Background: an optimization exercise with open tools, aiming at small area. Do not read the settings as production practice. Function was checked by simulation only, so behaviour that the tests miss may differ from the original. Power is estimated from default activity; no workload was simulated.

==> flow/run.sh <==
#!/bin/bash
# synth_recipe.tcl (not shown) runs the flow's synth.tcl, then flattens the netlist and writes it again
# the make line also repeats each setting of config.mk as NAME=value (left out here)
make -C /OpenROAD-flow-scripts/flow DESIGN_CONFIG=/design/flow/config.mk WORK_HOME=/design/flow/orfs CLKGATE_MAP_FILE= SYNTH_SCRIPT=/design/flow/synth_recipe.tcl finish
==> flow/design.v <==
module Generador(input Clk, Reset,                      
                 input START_STB, RNW,                  
                 input [6:0] I2C_ADDR,                  
                 input [15:0] WR_DATA,                  
                 input SDA_IN,                          
                 output SCL,                            
                 output reg [15:0] RD_DATA,             
                 output reg SDA_OUT, SDA_OE);           
    reg [6:0] EstPres, ProxEstado;
    reg [1:0] cont_SCL;                           
    reg start_SCL, next_start_SCL;                
    reg prev_SCL;                                 
    assign SCL = cont_SCL[1];                     
    wire posedge_SCL;                             
    wire negedge_SCL;                             
    assign posedge_SCL = !prev_SCL && SCL;
    assign negedge_SCL = prev_SCL && !SCL;
    reg [4:0] cont_BYTES, next_cont_BYTES;
    reg next_SDA_OUT, next_SDA_OE;
    reg [15:0] next_RD_DATA;
    localparam Estado_Idle        = 7'b0000001;
    localparam Iniciar_Trans      = 7'b0000010;
    localparam Ack_Nack_Lectura   = 7'b0000100;
    localparam Estado_Lectura     = 7'b0001000;
    localparam Ack_Nack_Escritura = 7'b0010000;
    localparam Estado_Escritura   = 7'b0100000;
    localparam Parar_Trans        = 7'b1000000;
    always @(posedge Clk, negedge Reset)
        if (~Reset)  begin
            EstPres    <= Estado_Idle;
            cont_SCL   <= 2'b11;
            SDA_OUT    <= 1'b1;
            SDA_OE     <= 1'b1;
            start_SCL  <= 1'b0;
            prev_SCL   <= 1'b1;
            cont_BYTES <= 5'b0;
            RD_DATA    <= 16'b0;
        end
        else begin
            EstPres    <= ProxEstado;
            SDA_OUT    <= next_SDA_OUT;
            SDA_OE     <= next_SDA_OE;
            prev_SCL   <= SCL;
            start_SCL  <= next_start_SCL;
            cont_BYTES <= next_cont_BYTES;
            RD_DATA    <= next_RD_DATA;
            if(start_SCL) cont_SCL <= cont_SCL + 1;
            else cont_SCL <= 2'b11;
        end
    always @(*) begin
    ProxEstado = EstPres;
    next_start_SCL = start_SCL;
    next_cont_BYTES = cont_BYTES;
    next_RD_DATA = RD_DATA;
    next_SDA_OUT = SDA_OUT;
    next_SDA_OE = SDA_OE;
    case (EstPres)
        Estado_Idle: begin
            if(START_STB) begin
                next_SDA_OUT = 1'b0;
                next_start_SCL = 1'b1;
                ProxEstado = Iniciar_Trans;
            end
        end
        Iniciar_Trans:
            if(negedge_SCL) begin
                next_cont_BYTES = cont_BYTES + 1;
                if(cont_BYTES == 5'd7) begin
                    next_SDA_OUT = RNW;
                end
                else if (cont_BYTES == 5'd8) begin
                    next_SDA_OE = 5'b0;
                    next_SDA_OUT = 1'b1;
                    next_cont_BYTES = 5'b0;
                    if(RNW) ProxEstado = Ack_Nack_Lectura;
                    else    ProxEstado = Ack_Nack_Escritura;
                end
                else begin
                    next_SDA_OUT = I2C_ADDR[6-cont_BYTES];
                    ProxEstado = Iniciar_Trans;
                end
            end
        Ack_Nack_Lectura: begin
            if(posedge_SCL && cont_BYTES == 5'd0) begin
                if(SDA_IN) ProxEstado = Parar_Trans;
                else       ProxEstado = Estado_Lectura;
            end
            if(posedge_SCL && SDA_OE) begin
                if(cont_BYTES == 5'd8) ProxEstado = Estado_Lectura;
                else ProxEstado = Parar_Trans;
            end
            else if(negedge_SCL) begin
                if(cont_BYTES == 5'd8) begin
                    next_SDA_OUT = 1'b0;
                    next_SDA_OE = 1'b1;
                end
                if(cont_BYTES == 5'd16) begin
                    next_SDA_OUT = 1'b1;
                    next_SDA_OE = 1'b1;
                end
            end
        end
        Estado_Lectura: begin
            if(negedge_SCL) begin
                next_SDA_OUT = 1'b1;
                next_SDA_OE = 1'b0; 
            end
            if(posedge_SCL) begin
                if(cont_BYTES == 5'd7 || cont_BYTES == 5'd15) ProxEstado = Ack_Nack_Lectura;
                next_cont_BYTES = cont_BYTES + 1;
                next_RD_DATA = {RD_DATA[14:0], SDA_IN}; 
            end
        end
        Ack_Nack_Escritura: begin
            if(posedge_SCL) begin
                if(!SDA_IN) ProxEstado = Estado_Escritura;
                else ProxEstado = Parar_Trans;
            end
            if(negedge_SCL) next_SDA_OE = 4'b0;
        end
        Estado_Escritura: begin
            if(posedge_SCL) begin
                if(cont_BYTES == 5'd8 || cont_BYTES == 5'd16) ProxEstado = Ack_Nack_Escritura;
            end
            if(negedge_SCL) begin
                next_SDA_OE = 1'b1;
                next_cont_BYTES = cont_BYTES + 1;
                next_SDA_OUT = WR_DATA[4'd15-cont_BYTES[3:0]];
            end
        end
        Parar_Trans: begin
            if(negedge_SCL) begin
                next_SDA_OUT = 1'b0;
                next_SDA_OE = 1'b1; 
            end
            if(posedge_SCL) begin
                next_cont_BYTES = 5'b0;      
                next_start_SCL = 1'b0;       
                next_SDA_OUT = 1'b1;         
                ProxEstado = Estado_Idle;    
            end
        end
        default: ProxEstado = Estado_Idle;
    endcase
    end
endmodule
module Receptor(input Clk, Reset,                      
                input [6:0] I2C_ADDR,                  
                input [15:0] RD_DATA,                  
                input SCL,                             
                input SDA_OUT, SDA_OE,                  
                output reg SDA_IN,                     
                output reg [15:0] WR_DATA);            
    reg [6:0] EstPres, ProxEstado;
    reg prev_SCL;                                 
    wire posedge_SCL;                             
    wire negedge_SCL;                             
    assign posedge_SCL = !prev_SCL && SCL;
    assign negedge_SCL = prev_SCL && !SCL;
    reg prev_SDA_OUT;
    wire posedge_SDA_OUT;
    wire negedge_SDA_OUT;
    assign posedge_SDA_OUT = !prev_SDA_OUT && SDA_OUT;
    assign negedge_SDA_OUT = prev_SDA_OUT && !SDA_OUT;
    reg [4:0] cont_BYTES, next_cont_BYTES;
    reg next_SDA_IN;
    reg [15:0] next_WR_DATA;
    localparam Estado_Idle        = 7'b0000001;
    localparam Iniciar_Trans      = 7'b0000010;
    localparam Ack_Nack_Lectura   = 7'b0000100;
    localparam Estado_Lectura     = 7'b0001000;
    localparam Ack_Nack_Escritura = 7'b0010000;
    localparam Estado_Escritura   = 7'b0100000;
    localparam Parar_Trans        = 7'b1000000;
    always @(posedge Clk, negedge Reset)
        if (~Reset)  begin
            EstPres    <= Estado_Idle;
            prev_SCL   <= 1'b1;
            cont_BYTES <= 5'b0;
            WR_DATA    <= 16'b0;
            SDA_IN     <= 1'b1;
            prev_SDA_OUT <= 1'b1;
        end
        else begin
            EstPres    <= ProxEstado;
            prev_SCL   <= SCL;
            cont_BYTES <= next_cont_BYTES;
            WR_DATA    <= next_WR_DATA;
            SDA_IN     <= next_SDA_IN;
            prev_SDA_OUT <= SDA_OUT;
        end
    always @(*) begin
    ProxEstado = EstPres;
    next_cont_BYTES = cont_BYTES;
    next_WR_DATA = WR_DATA;
    next_SDA_IN = SDA_IN;
    case (EstPres)
        Estado_Idle:
            if(negedge_SDA_OUT && SCL) ProxEstado = Iniciar_Trans;
        Iniciar_Trans:
            if(posedge_SCL) begin
                next_cont_BYTES = cont_BYTES + 1;
                if(cont_BYTES == 5'd7) begin
                    next_cont_BYTES = 5'b0;
                    if(SDA_OUT) ProxEstado = Ack_Nack_Lectura;
                    else        ProxEstado = Ack_Nack_Escritura;
                end
                else if (!(I2C_ADDR[6-cont_BYTES] == SDA_OUT)) begin
                    ProxEstado = Parar_Trans;
                end
            end
        Ack_Nack_Lectura: begin
            if(negedge_SCL && cont_BYTES == 5'b0) begin
                next_SDA_IN = 1'b0;
                ProxEstado = Estado_Lectura;
            end
            else if(negedge_SCL) begin
                if(SDA_OUT == 1'b0) ProxEstado = Estado_Lectura;
                else ProxEstado = Parar_Trans;
            end
        end
        Estado_Lectura: begin
            if(negedge_SCL) begin
                next_cont_BYTES = cont_BYTES + 1;
                next_SDA_IN = RD_DATA[4'd15-cont_BYTES[3:0]];
                if(cont_BYTES == 5'd8 || cont_BYTES == 5'd15) ProxEstado = Ack_Nack_Lectura;
            end
        end
        Ack_Nack_Escritura: begin
            if(posedge_SCL) begin
                if(cont_BYTES == 5'd16) ProxEstado = Parar_Trans;
                else ProxEstado = Estado_Escritura;
            end
            if(negedge_SCL) begin
                if(cont_BYTES == 5'd16) next_SDA_IN = 1'b1;
                else next_SDA_IN = 1'b0;      
            end
        end
        Estado_Escritura: begin
            if(negedge_SCL) next_SDA_IN = 1'b1;  
            if(posedge_SCL) begin
                if(cont_BYTES == 5'd7 || cont_BYTES == 5'd15) ProxEstado = Ack_Nack_Escritura;
                next_cont_BYTES = cont_BYTES + 1;
                next_WR_DATA = {WR_DATA[14:0], SDA_OUT};
            end
        end
        Parar_Trans: begin
            if(negedge_SCL) next_SDA_IN = 1'b1;
            if(posedge_SDA_OUT && SCL) begin
                ProxEstado = Estado_Idle;
                next_cont_BYTES = 5'b0;
            end
        end
        default: ProxEstado = Estado_Idle;
    endcase
    end
endmodule
module I2C_Sistema(input         Clk, Reset,
                   input         START_STB, RNW,
                   input  [6:0]  I2C_ADDR_Gen,
                   input  [15:0] WR_DATA_Gen,
                   input  [6:0]  I2C_ADDR_Rec,
                   input  [15:0] RD_DATA_Rec,
                   output [15:0] RD_DATA_Gen,
                   output [15:0] WR_DATA_Rec,
                   output        SCL, SDA_OUT, SDA_OE, SDA_IN);
    Generador G1 (
        .Clk(Clk),
        .Reset(Reset),
        .START_STB(START_STB),
        .RNW(RNW),
        .I2C_ADDR(I2C_ADDR_Gen),
        .WR_DATA(WR_DATA_Gen),
        .SDA_IN(SDA_IN),
        .SCL(SCL),
        .RD_DATA(RD_DATA_Gen),
        .SDA_OUT(SDA_OUT),
        .SDA_OE(SDA_OE)
    );
    Receptor R1 (
        .Clk(Clk),
        .Reset(Reset),
        .I2C_ADDR(I2C_ADDR_Rec),
        .WR_DATA(WR_DATA_Rec),
        .SDA_IN(SDA_IN),
        .SCL(SCL),
        .RD_DATA(RD_DATA_Rec),
        .SDA_OUT(SDA_OUT),
        .SDA_OE(SDA_OE)
    );
endmodule
==> flow/config.mk <==
export PLATFORM = sky130hd
export DESIGN_NAME = I2C_Sistema
export DESIGN_NICKNAME = I2C_Sistema
export VERILOG_FILES = /design/flow/design.v
export SDC_FILE = /design/flow/constraint.sdc
export NUM_CORES = 4
export LEC_CHECK = 0
export CAP_MARGIN = 20
export CORE_MARGIN = 2
export CORE_UTILIZATION = 40
export SLEW_MARGIN = 20
==> flow/constraint.sdc <==
create_clock -name core_clock -period 5.0 [get_ports {Clk}]
set_input_delay 1.0000 -clock core_clock [delete_from_list [all_inputs] [get_ports {Clk}]]
set_output_delay 1.0000 -clock core_clock [all_outputs]
set_load 0.01 [all_outputs]
==> flow_metrics.py <==
metrics = {
    "run_status": {
        "status": "complete, no violations",
    },
    "timing": {
        "skew_ps": 12.8,
        "setup-violations-final": 0,
        "rsz0062_at_grt": "false",
        "slew-limit-headroom_pct": 45.0,
        "post-route-min-period_ps": 2950,
        "slew_violations": 0,
        "setup_slack_ps": 2050,
        "fin_setup_tns_ps": 0,
        "fmax_ghz": 0.339,
        "finalCritPeriodShare_pct": 59.0,
        "final-hold-violation-count": 0,
        "tightest_slew_ps": 823,
    },
    "finish": {
        "diodes": 0,
        "multiInputGateArea_um2": 2270,
        "syn2layout_area_growth_pct": 27.2,
        "register_area_um2": 1610,
        "nets": 520,
        "fillerInstances": 899,
        "drive_gt1_share_pct": 15.1,
    },
    "worst_setup_path": {
        "cp_cell_sequence": "clkdlybuf4s50_1 > mux4_2 > mux2i_1 > nor2_1 > a211oi_1 > mux2_1",
        "endpoint_kind": "register",
        "start_kind": "primary input",
        "crit_arrival_ps": 3170,
        "crit_path_max_fanout": 5,
        "ff2ff_path_depth": 8,
        "cp_slowest_cell": "a211oi_1",
        "cp.required_ps": 5220,
        "max_stage_delay_ps": 610,
        "critPathKind": "in -> reg",
    },
    "synth": {
        "synth_warnings": 2,
        "synth_top_family_by_area": "simple AND/OR/NAND/NOR gates",
        "synth_seq_cells": 64,
        "synthArstFlopShare_pct": 100,
        "netlist_instances": 391,
        "synth_cell_type_count": 70,
        "synth_xor_area_share_pct": 1.52,
        "synth_top_area_share_pct": 34.2,
        "synth.net_count": 447,
        "synth.avg_cell_area_um2": 10.3,
        "synth_ff_type": "dfrtp_1",
        "muxShareOfSynthArea_pct": 18.1,
        "synth_simple_gate_area_share_pct": 19.9,
        "syn_area_um2": 4020,
        "synthAdderAreaFrac_pct": 1.87,
        "synthTopCellsByArea": "dfrtp_1 (34%), mux4_2 (6.2%), dfstp_2 (5.9%)",
        "yosys.area.top_type": "dfrtp_1",
        "synth_edf_count": 0,
        "ys_seq_area_share_pct": 40.1,
        "synth-compound-area-share_pct": 15.1,
    },
    "clock_tree": {
        "cts_setup_buffers": 0,
        "postCtsResizedCells": 0,
        "h-tree-depth": 3,
        "clockBufferDepth": 2,
        "numCtsBuffers": 9,
        "cts_sinks": 64,
        "cts.clk_slew.worst_paths_ps": 70,
        "clock-root-buffer": "clkbuf_8",
        "ctsHoldBuffers": 0,
        "clock_latency_ps": 340,
        "cts_tree": "built",
    },
    "floorplan": {
        "rows": 36,
        "die_h_um": 104,
        "dieArea_um2": 10900,
        "die_w_um": 104,
        "ios": 86,
        "start_util_pct": 41.2,
        "core_um2": 9770,
    },
    "detailed_routing": {
        "highest_layer": "met4",
        "drt-initial-drc-count": 247,
        "vias_per_cell": 5.55,
        "wl_per_cell_um": 15.3,
        "num_vias": 3341,
        "postRouteAntennaNets": 0,
        "wl_met2_mm": 4.10,
        "routed_wl_mm": 9.19,
        "wl_met3_um": 655,
        "drt_first_pass_iters": 4,
        "met1Wirelength_mm": 4.38,
        "drc": 0,
    },
    "global_routing": {
        "grt_max_degree": 47,
        "track_usage_pct": 17.3,
        "grt_pass1_wl_mm": 15.3,
        "antenna_found_initial": 0,
        "gr-total-overflow": 0,
        "grt_pass1_vias": 3112,
    },
    "place": {
        "port_buffers": 85,
        "routabilityCongestion": 0.886,
        "hpwl_mm": 6.98,
        "place_ws_ps": 1720,
    },
    "power_and_ir_drop": {
        "pwr-share-clk_pct": 19.1,
        "power_frac_comb_pct": 41.9,
        "power.net_switching_mw": 0.831,
        "seq_power_share_pct": 39.0,
        "vdd.ir_drop.worst_mv": 0.199,
        "power_density_nw_per_um2": 399,
        "switching_share_pct": 40.7,
        "p_int_mw": 1.21,
        "p_leak_nw": 2.09,
    },
    "hold_path": {
        "hold_class": "reg -> reg",
        "holdPathStages": 0,
    },
    "flow_run": {
        "cap_violations": 0,
    },
}
routing by layer:
metal / vias to the layer above / global-route usage (%)
li1: 1621 / -
met1: 1582 / 23.9
met2: 133 / 26.9
met3: 5 / 4.20
met4: 0 / 4.92
met5: - / 0
cell usage in the layout, fill, tap and decap left out, drive strengths merged, types with 3 or more instances in the layout:
cell           count
dfstp              9
a211oi             5
o2bb2ai            3
nand2b            18
nand3b             4
nor4               8
ha                 6
and3               3
nor4b              5
clkinv             3
o31ai              5
mux4              11
dfrtp             55
nor2              19
nor2b              6
or3                4
clkbuf             9
nand3             10
nand2             28
a31oi              4
or4b               5
clkinvlp           4
mux2i              4
or4                5
a21oi             16
o21ai             34
o211ai             3
nor3              10
clkdlybuf4s50     84
xnor2              5
mux2              39
inv               11
cells in the mapped netlist, types with 3 or more instances:
| master | number |
|---|---|
| nor2b_1 | 6 |
| ha_1 | 6 |
| nor3_1 | 9 |
| and3_1 | 3 |
| or4_1 | 4 |
| a21oi_1 | 16 |
| dfstp_2 | 9 |
| mux2i_1 | 4 |
| o21ai_0 | 18 |
| nor4_1 | 6 |
| clkbuf_1 | 16 |
| o31ai_1 | 4 |
| or3_1 | 3 |
| inv_1 | 11 |
| or4b_1 | 4 |
| o21ai_1 | 16 |
| mux2_2 | 18 |
| nand2_1 | 27 |
| dfrtp_1 | 55 |
| xnor2_1 | 5 |
| nand3b_1 | 4 |
| mux4_2 | 11 |
| a211oi_1 | 5 |
| nor2_1 | 19 |
| nor4b_1 | 4 |
| a31oi_1 | 4 |
| nand3_1 | 9 |
| o211ai_1 | 3 |
| buf_2 | 6 |
| mux2_1 | 21 |
| nand2b_1 | 18 |
cells by family after synthesis:
kind of cell / after synthesis
flops: 64
fa+ha+maj: 6
compound gates: 91
buf+inv: 35
xor+xnor: 7
mux: 54
simple gates: 134
per-stage QoR:
stage	std cells	power [mW]	hold WS (ps)	instance area [µm²]	util (%)
after floorplan	391	1.44	381	4020	-
after global placement	586	1.65	403	4950	50.6
after detailed placement	586	1.66	405	4950	50.6
after CTS	602	2.06	416	5120	52.4
after global routing	602	2.21	426	5120	52.4
final	602	2.04	423	5120	52.4
area by class of cell:
class	count	area share (%)
multi-input combinational	292	44.4
inverter	11	0.807
timing repair buffer	86	16.7
clock buffer	9	2.42
clock inverter	7	0.953
sequential	64	31.5
tap	133	3.25
registers in the layout, summed over array words and instances (netlist names):
register and flops:
G1.cont_BYTES 5, R1.cont_BYTES 5, R1.prev_SCL 1, G1.RD_DATA 16, R1.WR_DATA 16, G1.SDA_OE 1
G1.SDA_OUT 1, R1.SDA_IN 1, R1.prev_SDA_OUT 1, G1.EstPres 7, G1.cont_SCL 2, G1.start_SCL 1
R1.EstPres 7
critical path, delay by kind of cell:
kind	cells	cell delay (ps)
mux	3	1070
compound gates	1	610
buf+inv	1	400
simple gates	1	100
worst paths after layout:
check,start,slack (ps),endpoint
worst min register to register,G1.SDA_OUT$_DFFE_PN1P_,420,R1.prev_SDA_OUT$_DFF_PN1_
worst min-delay path,G1.SDA_OUT$_DFFE_PN1P_,420,R1.prev_SDA_OUT$_DFF_PN1_
worst max register to register,R1.cont_BYTES[0]$_DFFE_PN0P_,2070,R1.EstPres[3]$_DFFE_PN0P_
min in group asynchronous,Reset,580,G1.EstPres[3]$_DFFE_PN0P_
worst max-delay path,I2C_ADDR_Rec[1],2050,R1.EstPres[3]$_DFFE_PN0P_
max in group asynchronous,Reset,3480,G1.RD_DATA[14]$_DFFE_PN0P_
power by group through the flow:
stage / sequential, mW / combinational [mW] / clock (mW)
after floorplan: 0.682 / 0.758 / 0
after global placement: 0.804 / 0.850 / 0
after detailed placement: 0.808 / 0.853 / 0
after CTS: 0.797 / 0.858 / 0.401
after global routing: 0.825 / 0.954 / 0.430
final: 0.796 / 0.856 / 0.390

static timing again, ports no longer ideal:
In the flow no input, the clock included, has a driving cell. The finished layout below was timed again as built, in two steps.
Step 1: set_driving_cell puts a clkbuf_16 on Clk and a buf_2 on each other input, an assumption about the parent block.
Step 2 also shifts input and output timing later by t, the mid clock arrival at the registers, as if the neighbouring blocks saw the same clock.
Slacks: ideal / step 1 / step 2; pairs: ideal / step 1.
t (ns): 0.367
setup slack, ns: 2.049 / 2.060 / 1.693
worst setup path at the end: input to register
worst register clock-pin slew, ns: 0.08 / 0.08
pins driven straight from the clock port: 1
After both steps setup and hold are still met in this run. The setup slack of this run moves by +0.011 ns with the drivers and by -0.356 ns with both steps.
